This design comes from an exercise in tuning for small area on the open sky130 flow, not from production work.
Function was checked by simulation only, so behaviour that the tests miss may differ from the original.

==> inputs of 01-13 <==
==> flow/design.v <==
`default_nettype none
module gencol #(
 parameter NSEL = 3
)
(
input wire yr,             
input wire clr_n,          
input wire [NSEL-1:0] s,   
input wire [NSEL-1:0] p,   
output wire ynew
);
assign ynew = (yr & clr_n) ^ |(s & p);
endmodule
module gf2add (
input wire a,
input wire b,
output wire y
);
assign y = a ^ b;
endmodule
`default_nettype wire
`default_nettype none
module readrc #(
 parameter N = 256,
 parameter L = 128,
 parameter WIDTH = 8  
)
(
input wire [WIDTH-1:0] d,      
input wire [3*L/WIDTH-1:0] sel,  
input wire [L-1:0] yrot,       
input wire clr_n,              
output wire [L-1:0] ynew
);
localparam [N-1:0] RR = 256'h8becd6a49362e043_714d1a1ed7b645bd_19426da74fefc14d_f1dcd03202614a38;
localparam [L-1:0] C = 128'h023334605d2466c2_de9725e270f0ee93;
localparam [N-2:0] RRS = RR >> 1;
localparam [N+L-2:0] S = {RRS, C};
localparam NE = N+L-WIDTH;  
function automatic [7:0] smask(input integer e);
  smask = S[e +: 8];
endfunction
function automatic used(input integer m);
  integer e;
  begin
    used = 1'b0;
    for (e = 0; e < NE; e = e+1)
      if (S[e +: 8] == m)
        used = 1'b1;
  end
endfunction
wire t [32];
genvar h, m, f;
generate for (h = 0; h < 2; h = h+1) begin: half_loop
  wire [3:0] dh = d[4*h +: 4];
  wire [3:0] t2;    
  assign t2[0] = dh[0];
  assign t2[1] = dh[2];
  gf2add add01(.a(dh[0]), .b(dh[1]), .y(t2[2]));
  gf2add add23(.a(dh[2]), .b(dh[3]), .y(t2[3]));
  assign t[16*h+0] = 1'b0;
  for (m = 1; m < 16; m = m+1) begin: comb_loop
    if (m % 4 == 0) begin: hi_only
      assign t[16*h+m] = (m/4 == 1) ? dh[2] : (m/4 == 2) ? dh[3] : t2[3];
    end else if (m / 4 == 0) begin: lo_only
      assign t[16*h+m] = (m == 1) ? dh[0] : (m == 2) ? dh[1] : t2[2];
    end else begin: both
      gf2add add(.a(t[16*h+m%4]), .b(t[16*h+m/4*4]), .y(t[16*h+m]));
    end
  end
end
wire u [256];
for (m = 0; m < 256; m = m+1) begin: mask_loop
  if (m % 16 == 0 || m / 16 == 0) begin: half
    assign u[m] = t[m%16] ^ t[16+m/16];   
  end else if (used(m)) begin: full
    gf2add add(.a(t[m%16]), .b(t[16+m/16]), .y(u[m]));
  end else begin: unused
    assign u[m] = 1'b0;
  end
end
for (f = 0; f < L; f = f+1) begin: bit_loop
  localparam F0 = (f+L-WIDTH) % L;
  localparam A = F0/WIDTH;
  if (F0 + 2*L < NE) begin: sel3
    gencol #(.NSEL(3)) gencol_inst(.yr(yrot[f]), .clr_n, .s(sel[3*A +: 3]),
      .p({u[smask(F0+2*L)], u[smask(F0+L)], u[smask(F0)]}), .ynew(ynew[f]));
  end else begin: sel2
    gencol #(.NSEL(2)) gencol_inst(.yr(yrot[f]), .clr_n, .s(sel[3*A +: 2]),
      .p({u[smask(F0+L)], u[smask(F0)]}), .ynew(ynew[f]));
  end
end
endgenerate
endmodule
`default_nettype wire
`default_nettype none
module toeplitz_p #(
 parameter BS = 64,
 parameter N = 256,
 parameter L = 128,
 parameter WIDTH = 8
)
(
input wire clk,
input wire reset,
input wire [WIDTH-1:0] data,
output reg [L-1:0] q,
output reg qstrobe  
);
localparam NG = L/WIDTH;  
reg [NG-1:0] j;
wire first = ~j[0] & ~j[NG-1];          
wire last = j[NG-1] & ~j[NG-2];         
wire late = j[NG-1] & ~j[0];            
wire clr_n = ~(first | reset);
logic [WIDTH-1:0] d;
always_comb
  for (int k = 0; k < WIDTH; k++)
    d[k] = data[WIDTH-1-k] & ~reset;
logic [3*NG-1:0] sel;
always_comb
  for (int a = 0; a < NG; a++) begin
    sel[3*a] = ~j[a] & ~late;
    sel[3*a+1] = j[a];
    sel[3*a+2] = ~j[a] & late;
  end
reg [L-1:0] y;
wire [L-1:0] yrot = {y[L-WIDTH-1:0], y[L-1:L-WIDTH]};
wire [L-1:0] ynew;
readrc #(.N(N), .L(L), .WIDTH(WIDTH)) readrc_inst(.d, .sel, .yrot, .clr_n, .ynew);
always @(posedge clk) begin
  y <= ynew;
  if (reset || last)
    q <= ynew;
  qstrobe <= last & ~reset;
  j <= reset ? '0 : {j[NG-2:0], ~j[NG-1]};
end
endmodule
`default_nettype wire
==> flow/flow/run.sh <==
#!/bin/bash
# The standard layout, with changes that only pick smaller cells:
# the port buffers are buf_1; clock tree synthesis uses clkbuf_4 in
# clusters of up to 9 sinks, without dummy loads; and after the
# placement's design repair, gates with slack to spare are sized down
# (recover.tcl). make's full output goes to flow.log here; each tool's
# own log is under orfs/logs/.
set -euo pipefail
here=$(cd "$(dirname "$0")" && pwd)
export BUFFER_PORTS_ARGS="-buffer_cell sky130_fd_sc_hd__buf_1"
export CTS_ARGS="-sink_clustering_enable -repair_clock_nets -dont_use_dummy_load -buf_list sky130_fd_sc_hd__clkbuf_4 -sink_clustering_size 9 -sink_clustering_max_diameter 60"
export POST_RESIZE_TCL="$here/recover.tcl"
bash standard.sh finish > flow.log 2>&1
==> flow/flow/recover.tcl <==
# Run after the placement's design repair (POST_RESIZE hook): size down
# the gates that have timing slack to spare, to recover area.
estimate_parasitics -placement
repair_timing -recover_power 100
==> flow/standard.sh <==
#!/bin/bash
# synth_recipe.tcl (not shown) runs the flow's synth.tcl, then flattens the netlist and writes it again
# the make line also repeats each setting of config.mk as NAME=value (left out here)
make -C /OpenROAD-flow-scripts/flow DESIGN_CONFIG=/design/flow/config.mk WORK_HOME=/design/flow/orfs CLKGATE_MAP_FILE= SYNTH_SCRIPT=/design/flow/synth_recipe.tcl "${@:-finish}"
==> flow/config.mk <==
export PLATFORM = sky130hd
export DESIGN_NAME = toeplitz_p
export DESIGN_NICKNAME = toeplitz_p
export VERILOG_FILES = /design/flow/design.v
export SDC_FILE = /design/flow/constraint.sdc
export NUM_CORES = 4
export LEC_CHECK = 0
export ABC_AREA = 0
export CAP_MARGIN = 20
export CORE_MARGIN = 2
export CORE_UTILIZATION = 70
export GPL_TIMING_DRIVEN = 1
export SLEW_MARGIN = 20
export SYNTH_HIERARCHICAL = 1
==> flow/constraint.sdc <==
create_clock -name core_clock -period 5.0 [get_ports {clk}]
set_input_delay 1.0000 -clock core_clock [delete_from_list [all_inputs] [get_ports {clk}]]
set_output_delay 1.0000 -clock core_clock [all_outputs]
set_load 0.01 [all_outputs]
==> inputs of 08-05, as changes to 01-13 <==
--- a/flow/design.v
+++ b/flow/design.v
@@ -107,12 +107,11 @@
 output reg [L-1:0] q,
 output reg qstrobe  
 );
+localparam CW = 5;  
 localparam NG = L/WIDTH;  
-reg [NG-1:0] j;
-wire first = ~j[0] & ~j[NG-1];          
-wire last = j[NG-1] & ~j[NG-2];         
-wire late = j[NG-1] & ~j[0];            
-wire clr_n = ~(first | reset);
+reg [CW-1:0] cnt;  
+wire last = (cnt == N/WIDTH-1);
+wire clr_n = ~(cnt == 0 || reset);
 logic [WIDTH-1:0] d;
 always_comb
   for (int k = 0; k < WIDTH; k++)
@@ -120,9 +119,9 @@
 logic [3*NG-1:0] sel;
 always_comb
   for (int a = 0; a < NG; a++) begin
-    sel[3*a] = ~j[a] & ~late;
-    sel[3*a+1] = j[a];
-    sel[3*a+2] = ~j[a] & late;
+    sel[3*a] = (cnt <= a);
+    sel[3*a+1] = (cnt > a) && (cnt <= a + NG);
+    sel[3*a+2] = (cnt > a + NG);
   end
 reg [L-1:0] y;
 wire [L-1:0] yrot = {y[L-WIDTH-1:0], y[L-1:L-WIDTH]};
@@ -133,7 +132,7 @@
   if (reset || last)
     q <= ynew;
   qstrobe <= last & ~reset;
-  j <= reset ? '0 : {j[NG-2:0], ~j[NG-1]};
+  cnt <= reset ? '0 : cnt + 1'b1;
 end
 endmodule
 `default_nettype wire
==> flow/flow/run.sh (replaced) <==
#!/bin/bash
# The standard layout, with two changes that only pick smaller cells:
# the port buffers are buf_1, and clock tree synthesis uses clkbuf_4
# without dummy loads. make's full output goes to flow.log here; each
# tool's own log is under orfs/logs/.
set -euo pipefail
export BUFFER_PORTS_ARGS="-buffer_cell sky130_fd_sc_hd__buf_1"
export CTS_ARGS="-sink_clustering_enable -repair_clock_nets -dont_use_dummy_load -buf_list sky130_fd_sc_hd__clkbuf_4"
bash standard.sh finish > flow.log 2>&1
--- a/flow/config.mk
+++ b/flow/config.mk
@@ -8,7 +8,6 @@
 export ABC_AREA = 0
 export CAP_MARGIN = 20
 export CORE_MARGIN = 2
-export CORE_UTILIZATION = 70
-export GPL_TIMING_DRIVEN = 1
+export CORE_UTILIZATION = 50
 export SLEW_MARGIN = 20
 export SYNTH_HIERARCHICAL = 1
removed: flow/flow/recover.tcl
==> inputs of 04-23, as changes to 01-13 <==
==> flow/flow/run.sh (replaced) <==
#!/bin/bash
# The standard layout, with two changes that only pick smaller cells:
# the port buffers are buf_1, and clock tree synthesis uses clkbuf_4 in clusters of up to 9 sinks
# without dummy loads. make's full output goes to flow.log here; each
# tool's own log is under orfs/logs/.
set -euo pipefail
export BUFFER_PORTS_ARGS="-buffer_cell sky130_fd_sc_hd__buf_1"
export CTS_ARGS="-sink_clustering_enable -repair_clock_nets -dont_use_dummy_load -buf_list sky130_fd_sc_hd__clkbuf_4 -sink_clustering_size 9 -sink_clustering_max_diameter 60"
bash standard.sh finish > flow.log 2>&1
--- a/flow/config.mk
+++ b/flow/config.mk
@@ -8,7 +8,7 @@
 export ABC_AREA = 0
 export CAP_MARGIN = 20
 export CORE_MARGIN = 2
-export CORE_UTILIZATION = 70
-export GPL_TIMING_DRIVEN = 1
+export CORE_UTILIZATION = 50
+export GPL_TIMING_DRIVEN = 0
 export SLEW_MARGIN = 20
 export SYNTH_HIERARCHICAL = 1
removed: flow/flow/recover.tcl
==> reports/results.txt <==
Dividing the detail-routed wire length by the instance count gives 25.3 um. The layout checks failed on negative setup slack. In this run the register-to-register setup slack is 2270 ps. Counting cells, the worst reg-to-reg path comes to 6. The number of non-clock inverters works out to 2. The detailed router finished its first iteration with 1779 violations. The die covers 24700 um2. The cell count along the critical path is 8, and the count of non-filler cells in the finished layout is 1435. The run finished, with violations left. The logs give 0.230 mV for the peak supply drop and -39.0 ps for the least setup slack across all paths after layout. The logs give -468 ps for the pre-CTS worst setup slack and 2 for the final count of negative-setup-slack endpoints. The final layout contains 1127 nets. The number of instances in the placed design is 1398.
# the run above: 04-23

==> reports/results.txt <==
The flow ran to the end and the layout has no timing, DRC or antenna violations. Prior to clock tree synthesis, the placed netlist has a worst setup slack of 284 ps. The number of non-clock inverters works out to 2. The die covers 17800 um2.

Setup repair after global routing left no endpoint under its margin. In this run the worst setup path begins at reset. Across all setup checks in the final design, the least slack found is 687 ps. Input and output buffers added on the ports amount to 138. Across the VDD grid, the largest voltage drop is 0.333 mV. The number of instances in the placed design was 1318; the count of non-filler cells in the finished layout was 1355. The tree built by TritonCTS fans out to 273 sinks. Counting cells, the worst reg-to-reg path comes to 5.

The tools report the register-to-register setup slack as 2170 ps.
# the run above: 01-13

==> reports/results.txt <==
The die area was 24900 um2. The largest single stage delay on the critical path is 710 ps. Measured in cells, the most critical reg-to-reg path has a length of 10. The count of nets after finishing is 1221, and the count of non-filler cells in the finished layout is 1522. The detail-routed net length per standard cell came out at 26.6 um. The run gives 264 MHz as the maximum clock frequency. The flow ran to the end and the layout has no timing, DRC or antenna violations.

The non-clock inverters instantiated in the layout total 4. Final count of negative-setup-slack endpoints: 0. Setup slack on the worst reg-to-reg path comes out at 1520 ps. The pre-CTS worst setup slack is 536 ps, and the initial DRC count is 2146. VDD sags by at most 0.289 mV. The number of instances in the placed design was 1454. The run gives 1220 ps as the least setup slack across all paths after layout.
# the run above: 08-05

[separate check: timing with driven ports]
The flow's constraints put no driver on any port. The routed layouts listed below were extracted and timed again, unchanged, in two steps.
Step 1 sets driving cells, clkbuf_16 on the clock port and buf_2 on the other inputs (assumed; they add their load-dependent delay and slew).
Step 2 also shifts input and output timing later by t, the mid clock arrival at the registers, as if the neighbouring blocks saw the same clock.
Three values: ideal ports, drivers, drivers and shift; two values: the first two.
run | t, ns | setup WS [ns] | worst slew at a driven data input, ns
01-13 | 0.653 | 0.687 / 0.699 / 0.046 | 0.05
08-05 | 0.667 | 1.216 / 1.236 / 0.568 | 0.03
04-23 | 0.661 | -0.039 / -0.024 / -0.686 | 0.04
For 08-05, which loses most, drivers alone change the setup slack by +0.020 ns; drivers and shift together by -0.648 ns.
